Context: an optimization exercise on an open-source flow, tuned for small area. The choices shown serve that exercise and are no tape-out recipe. In this exercise RTL edits were held to simulation tests only and were not proved equivalent to the original. Power is estimated from default activity; no workload was simulated.

Setup of job 102:
==> flow/design.v (excerpt) <==
module top_nexys_a7 (
    input  logic       clock,
    input  logic       reset,
    input  logic       hx711_data_in,
    output logic       hx711_sclk_out,
    output logic [5:0] states_led,
    output logic [7:0] DDP,
    output logic [7:0] AN
);
Size: about 980 cells after synthesis, ~190 flip-flops, roughly 26 I/O pins, roughly 0.0099 mm^2 of cells after synthesis.
Settings: LEC_CHECK=0, CAP_MARGIN=20, CORE_MARGIN=2, CORE_UTILIZATION=40, CTS_BUF_LIST=sky130_fd_sc_hd__clkbuf_8, SLEW_MARGIN=20; clock period 40.0 ns.
run.sh (not shown) runs the stock make flow with config.mk's settings and CLKGATE_MAP_FILE= SYNTH_SCRIPT=/design/flow/synth_recipe.tcl, a recipe that flattens the netlist after the stock synthesis.
Job 102 finished end to end and its layout was clean on timing, DRC and antenna.
The inputs of job 105 differ from those of job 102 as listed below.
Settings: a deleted CTS_BUF_LIST that had been sky130_fd_sc_hd__clkbuf_8.
==> flow/flow/run.sh (new file) <==
#!/bin/bash
# Standard layout (standard synthesis unchanged), with two layout options:
# output port buffers use buf_1, and the clock tree uses clkbuf_8 without
# dummy loads.
set -uo pipefail
bash standard.sh \
  DONT_BUFFER_PORTS=1 \
  "PRE_GLOBAL_PLACE_TCL=$PWD/flow/pre_gpl.tcl" \
  "CTS_ARGS=-sink_clustering_enable -repair_clock_nets -buf_list sky130_fd_sc_hd__clkbuf_8 -dont_use_dummy_load" \
  finish > flow_make.log 2>&1
status=$?
cp -r orfs/logs flow_logs 2>/dev/null || true
exit $status
==> flow/flow/pre_gpl.tcl (new file) <==
# Port buffering in place of the standard step (DONT_BUFFER_PORTS=1):
# every input and output port still gets a buffer; outputs use buf_1.
buffer_ports -inputs
buffer_ports -outputs -buffer_cell sky130_fd_sc_hd__buf_1
==> flow/standard.sh (new file) <==
#!/bin/bash
# synth_recipe.tcl (not shown) runs the flow's synth.tcl, then flattens the netlist and writes it again
# the make line also repeats each setting of config.mk as NAME=value (left out here)
make -C /OpenROAD-flow-scripts/flow DESIGN_CONFIG=/design/flow/config.mk WORK_HOME=/design/flow/orfs CLKGATE_MAP_FILE= SYNTH_SCRIPT=/design/flow/synth_recipe.tcl "${@:-finish}"
removed: flow/run.sh
Results
Job 105: fmax is about 0.35% higher than what job 102 reported.
The global routing met1 resource utilization of job 105 exceeds that of job 102 by 0.22 points.
Wire length of the first global-routing pass went up slightly going from job 102 to job 105.
Compared with job 102, job 105 shows overall power of the completed layout that has gone down by more than 10%.
Reported for job 105 and job 102, multiplexer share of the synthesized area turned out identical to the last digit.
Between job 102 and job 105, the flow reports final cell count decreasing by a few percent.
Between job 105 and job 102, the difference in final wirelength is negligible.
[diff] total vias in the final route, job 105 relative to job 102: improvement

---

## build 68
top_nexys_a7, a different RTL version from the one above (not shown whole).
For scale: about 190 flip-flops, about 26 I/O pins, roughly 9600 um^2 of cells after synthesis.
==> flow/config.mk <==
export PLATFORM = sky130hd
export DESIGN_NAME = top_nexys_a7
export DESIGN_NICKNAME = top_nexys_a7
export VERILOG_FILES = /design/flow/design.v
export SDC_FILE = /design/flow/constraint.sdc
export NUM_CORES = 4
export LEC_CHECK = 0
export CAP_MARGIN = 20
export CORE_MARGIN = 2
export CORE_UTILIZATION = 60
export SLEW_MARGIN = 20
==> flow/constraint.sdc <==
create_clock -name core_clock -period 40.0 [get_ports {clock}]
set_input_delay 8.0000 -clock core_clock [delete_from_list [all_inputs] [get_ports {clock}]]
set_output_delay 8.0000 -clock core_clock [all_outputs]
set_load 0.01 [all_outputs]
standard.sh (not shown) runs the stock make flow with config.mk's settings and CLKGATE_MAP_FILE= SYNTH_SCRIPT=/design/flow/synth_recipe.tcl, a recipe that flattens the netlist after the stock synthesis.
==> flow/flow/run.sh <==
#!/bin/bash
# Standard layout (standard synthesis unchanged), with two layout options:
# output port buffers use buf_1, and the clock tree uses clkbuf_8 without
# dummy loads.
set -uo pipefail
bash standard.sh \
  DONT_BUFFER_PORTS=1 \
  "PRE_GLOBAL_PLACE_TCL=$PWD/flow/pre_gpl.tcl" \
  "CTS_ARGS=-sink_clustering_enable -repair_clock_nets -buf_list sky130_fd_sc_hd__clkbuf_8 -dont_use_dummy_load" \
  finish > flow_make.log 2>&1
status=$?
cp -r orfs/logs flow_logs 2>/dev/null || true
exit $status
==> flow/flow/pre_gpl.tcl <==
# Port buffering in place of the standard step (DONT_BUFFER_PORTS=1):
# every input and output port still gets a buffer; outputs use buf_1.
buffer_ports -inputs
buffer_ports -outputs -buffer_cell sky130_fd_sc_hd__buf_1
Looking at the reports, build 68 completed the entire flow and the layout it produced met the timing, DRC and antenna checks.
Setup changes, build 68 to build 86
Settings: a change of CORE_UTILIZATION from 60 to 40.
-- flow/flow/run.sh --
<<< build 68, line 7
  DONT_BUFFER_PORTS=1 \
  "PRE_GLOBAL_PLACE_TCL=$PWD/flow/pre_gpl.tcl" \
  "CTS_ARGS=-sink_clustering_enable -repair_clock_nets -buf_list sky130_fd_sc_hd__clkbuf_8 -dont_use_dummy_load" \
  finish > flow_make.log 2>&1
status=$?
>>> build 86, line 7
  DONT_BUFFER_PORTS=1 \
  "PRE_GLOBAL_PLACE_TCL=$PWD/flow/pre_gpl.tcl" \
  "CTS_ARGS=-sink_clustering_enable -repair_clock_nets -buf_list sky130_fd_sc_hd__clkbuf_8 -dont_use_dummy_load -sink_clustering_max_diameter 40" \
  finish > flow_make.log 2>&1
status=$?
Findings:
- Between build 86 and build 68, the static leakage power does not differ in any meaningful way.
- Comparing build 68 against build 86, there is no change at all in total number of clock tree sinks.
- Going from build 68 to build 86, the global-route total usage across every layer was found to have gone down by 8.0 points.
- Clock latency on the worst-skew pair: build 68 vs build 86, no meaningful difference
- Changes observed in build 86 relative to build 68: overall power of the completed layout has increased, wire length of the first global-routing pass saw an increase, wire length fell about 2.6%.
Setup changes, build 86 to build 2
==> flow/flow/run.sh <==
#!/bin/bash
# Standard layout (standard synthesis unchanged), with two layout options:
# output port buffers use buf_1, and the clock tree uses clkbuf_8 without
# dummy loads.
set -uo pipefail
bash standard.sh \
  DONT_BUFFER_PORTS=1 \
  "PRE_GLOBAL_PLACE_TCL=$PWD/flow/pre_gpl.tcl" \
  "CTS_ARGS=-sink_clustering_enable -repair_clock_nets -buf_list sky130_fd_sc_hd__clkbuf_8 -dont_use_dummy_load -sink_clustering_size 10" \
  finish > flow_make.log 2>&1
status=$?
cp -r orfs/logs flow_logs 2>/dev/null || true
exit $status
- Comparing build 86 against build 2, there is no change at all in final standard cell count with taps included and fillers excluded.
- Comparing build 2 against build 86, there is no change at all in hold buffer count at cts.
- Re sequential share of layout area: no difference whatsoever between build 2 and build 86.
- Looking at build 2 and build 86, the first-pass GRT wire length is a wash.
- Compared with build 86, in build 2 share of power burned in registers neither gained nor lost much; remaining routing DRC violations held steady.

---

run 1:
Another version of the RTL of top_nexys_a7 (not shown whole).
Size: ~1,100 cells after synthesis, roughly 10,000 um^2 of cells after synthesis.
export LEC_CHECK = 0
export ABC_AREA = 1
export CAP_MARGIN = 20
export CORE_MARGIN = 2
export CORE_UTILIZATION = 40
export SLEW_MARGIN = 20
create_clock -name core_clock -period 40.0 [get_ports {clock}]
==> flow/flow/run.sh <==
#!/bin/bash
# Standard layout (standard synthesis unchanged), with three layout options:
# port buffers use the smallest buffer, the clock tree uses clkbuf_8 without
# dummy loads, and global routing recovers area on paths with slack.
set -uo pipefail
bash standard.sh \
  RECOVER_POWER=100 \
  "CTS_ARGS=-sink_clustering_enable -repair_clock_nets -buf_list sky130_fd_sc_hd__clkbuf_8 -dont_use_dummy_load" \
  "BUFFER_PORTS_ARGS=-buffer_cell sky130_fd_sc_hd__buf_1" \
  finish > flow_make.log 2>&1
status=$?
cp -r orfs/logs flow_logs 2>/dev/null || true
exit $status
Run 1 finished all stages; however, its layout fails the closing checks, the failures being max-capacitance violations, max-slew violations.
Changes in run 2 relative to run 1:
==> flow/flow/run.sh <==
#!/bin/bash
# Standard layout (standard synthesis unchanged), with three layout options:
# output port buffers use buf_1, the clock tree uses clkbuf_8 without dummy
# loads, and global routing recovers area on paths with slack.
set -uo pipefail
bash standard.sh \
  RECOVER_POWER=100 \
  DONT_BUFFER_PORTS=1 \
  "PRE_GLOBAL_PLACE_TCL=$PWD/flow/pre_gpl.tcl" \
  "CTS_ARGS=-sink_clustering_enable -repair_clock_nets -buf_list sky130_fd_sc_hd__clkbuf_8 -dont_use_dummy_load" \
  finish > flow_make.log 2>&1
status=$?
cp -r orfs/logs flow_logs 2>/dev/null || true
exit $status
==> flow/flow/pre_gpl.tcl (new file) <==
# Port buffering in place of the standard step (DONT_BUFFER_PORTS=1):
# every input and output port still gets a buffer; outputs use buf_1.
buffer_ports -inputs
buffer_ports -outputs -buffer_cell sky130_fd_sc_hd__buf_1
## What came out
Status run 2: flow complete, layout not clean - max-capacitance violations, max-slew violations. Run 2 does better than run 1 on register-to-register slack. Taking run 1 as the reference, in run 2 total placed cells including tap cells now sits lower; number of filler instances in the final layout higher; final worst setup slack has increased. Run 1 → run 2: part of the total power dissipated in sequential elements moved down; power dissipated in the clock network moved up.
### run 2 -> run 3
Settings: a deleted ABC_AREA that had been 1; an added CTS_BUF_LIST of sky130_fd_sc_hd__clkbuf_8.
==> flow/run.sh (new file) <==
#!/bin/bash
# synth_recipe.tcl (not shown) runs the flow's synth.tcl, then flattens the netlist and writes it again
# the make line also repeats each setting of config.mk as NAME=value (left out here)
make -C /OpenROAD-flow-scripts/flow DESIGN_CONFIG=/design/flow/config.mk WORK_HOME=/design/flow/orfs CLKGATE_MAP_FILE= SYNTH_SCRIPT=/design/flow/synth_recipe.tcl finish
removed: flow/flow/run.sh
removed: flow/flow/pre_gpl.tcl
removed: flow/standard.sh
## What came out
- The flow completed for run 2, but it is not clean: the layout still shows max-capacitance violations, max-slew violations.
- Run 3 finished every step from synthesis to the final layout, and the layout passed the timing, DRC and antenna checks.
- Aggregate global routing overflow came out exactly the same in run 2 and run 3.
- Final non-filler cell area: run 2 and run 3 compared, higher one is run 3
- Synthesized area ends up higher on run 3.
- On worst hold slack, the lower figure sits with run 3, not run 2.
The following lists how run 4 was set up differently from run 3:
Settings: CTS_BUF_LIST: sky130_fd_sc_hd__clkbuf_8 -> unset.
Findings:
Wire length (lower): run 3
Diff run 3 -> run 4: relative area change from synthesis to final layout now larger; highest clock rate roughly the same; largest voltage drop on the vdd net moved down.
From run 3 to run 4, synthesized cell count did not move at all.
Total via count after detailed routing: run 4 higher than run 3
Looking only at part of the total power dissipated in the clock network, and setting everything else aside, the higher value of run 4 and run 3 goes to run 4.
On total power, run 3 beats run 4.
Re shortest period the worst path allows: run 4 is 49 ps up on run 3.
Comparing run 4 against run 3, there is no change at all in number of failing hold endpoints at the final stage.

==> what the ideal ports hide <==
In the flow no input, the clock included, has a driving cell. The finished layouts below were timed again as built, in two steps.
Step 1 sets driving cells, clkbuf_16 on the clock port and buf_2 on the other inputs (assumed; they add their load-dependent delay and slew).
Step 2 adds t to the input delays and takes it off the output delays; t is the mean of the earliest and latest rising clock arrival at the registers after step 1. Input paths then give back, and output paths get back, about the clock's delay inside the block.
a / b / c = ideal ports / drivers / drivers and shift; a / b = the first two.
run | t, ns | setup slack, ns | hold WS [ns] | slew at the worst register clock pin (ns)
job 102 | 0.502 | 16.028 / 16.028 / 16.028 | 0.429 / 0.429 / 0.429 | 0.11 / 0.11
job 105 | 0.482 | 16.111 / 16.111 / 16.111 | 0.430 / 0.430 / 0.430 | 0.10 / 0.10
build 68 | 0.488 | 15.568 / 15.568 / 15.568 | 0.452 / 0.452 / 0.452 | 0.09 / 0.09
build 86 | 0.490 | 16.080 / 16.080 / 16.080 | 0.404 / 0.404 / 0.404 | 0.12 / 0.12
build 2 | 0.490 | 16.080 / 16.080 / 16.080 | 0.404 / 0.404 / 0.404 | 0.12 / 0.12
run 1 | 0.486 | 16.158 / 16.158 / 16.158 | 0.429 / 0.429 / 0.429 | 0.11 / 0.11
run 2 | 0.495 | 16.207 / 16.207 / 16.207 | 0.445 / 0.445 / 0.445 | 0.11 / 0.11
run 3 | 0.514 | 15.720 / 15.720 / 15.720 | 0.439 / 0.439 / 0.439 | 0.11 / 0.11
run 4 | 0.476 | 15.670 / 15.670 / 15.670 | 0.433 / 0.433 / 0.433 | 0.08 / 0.08
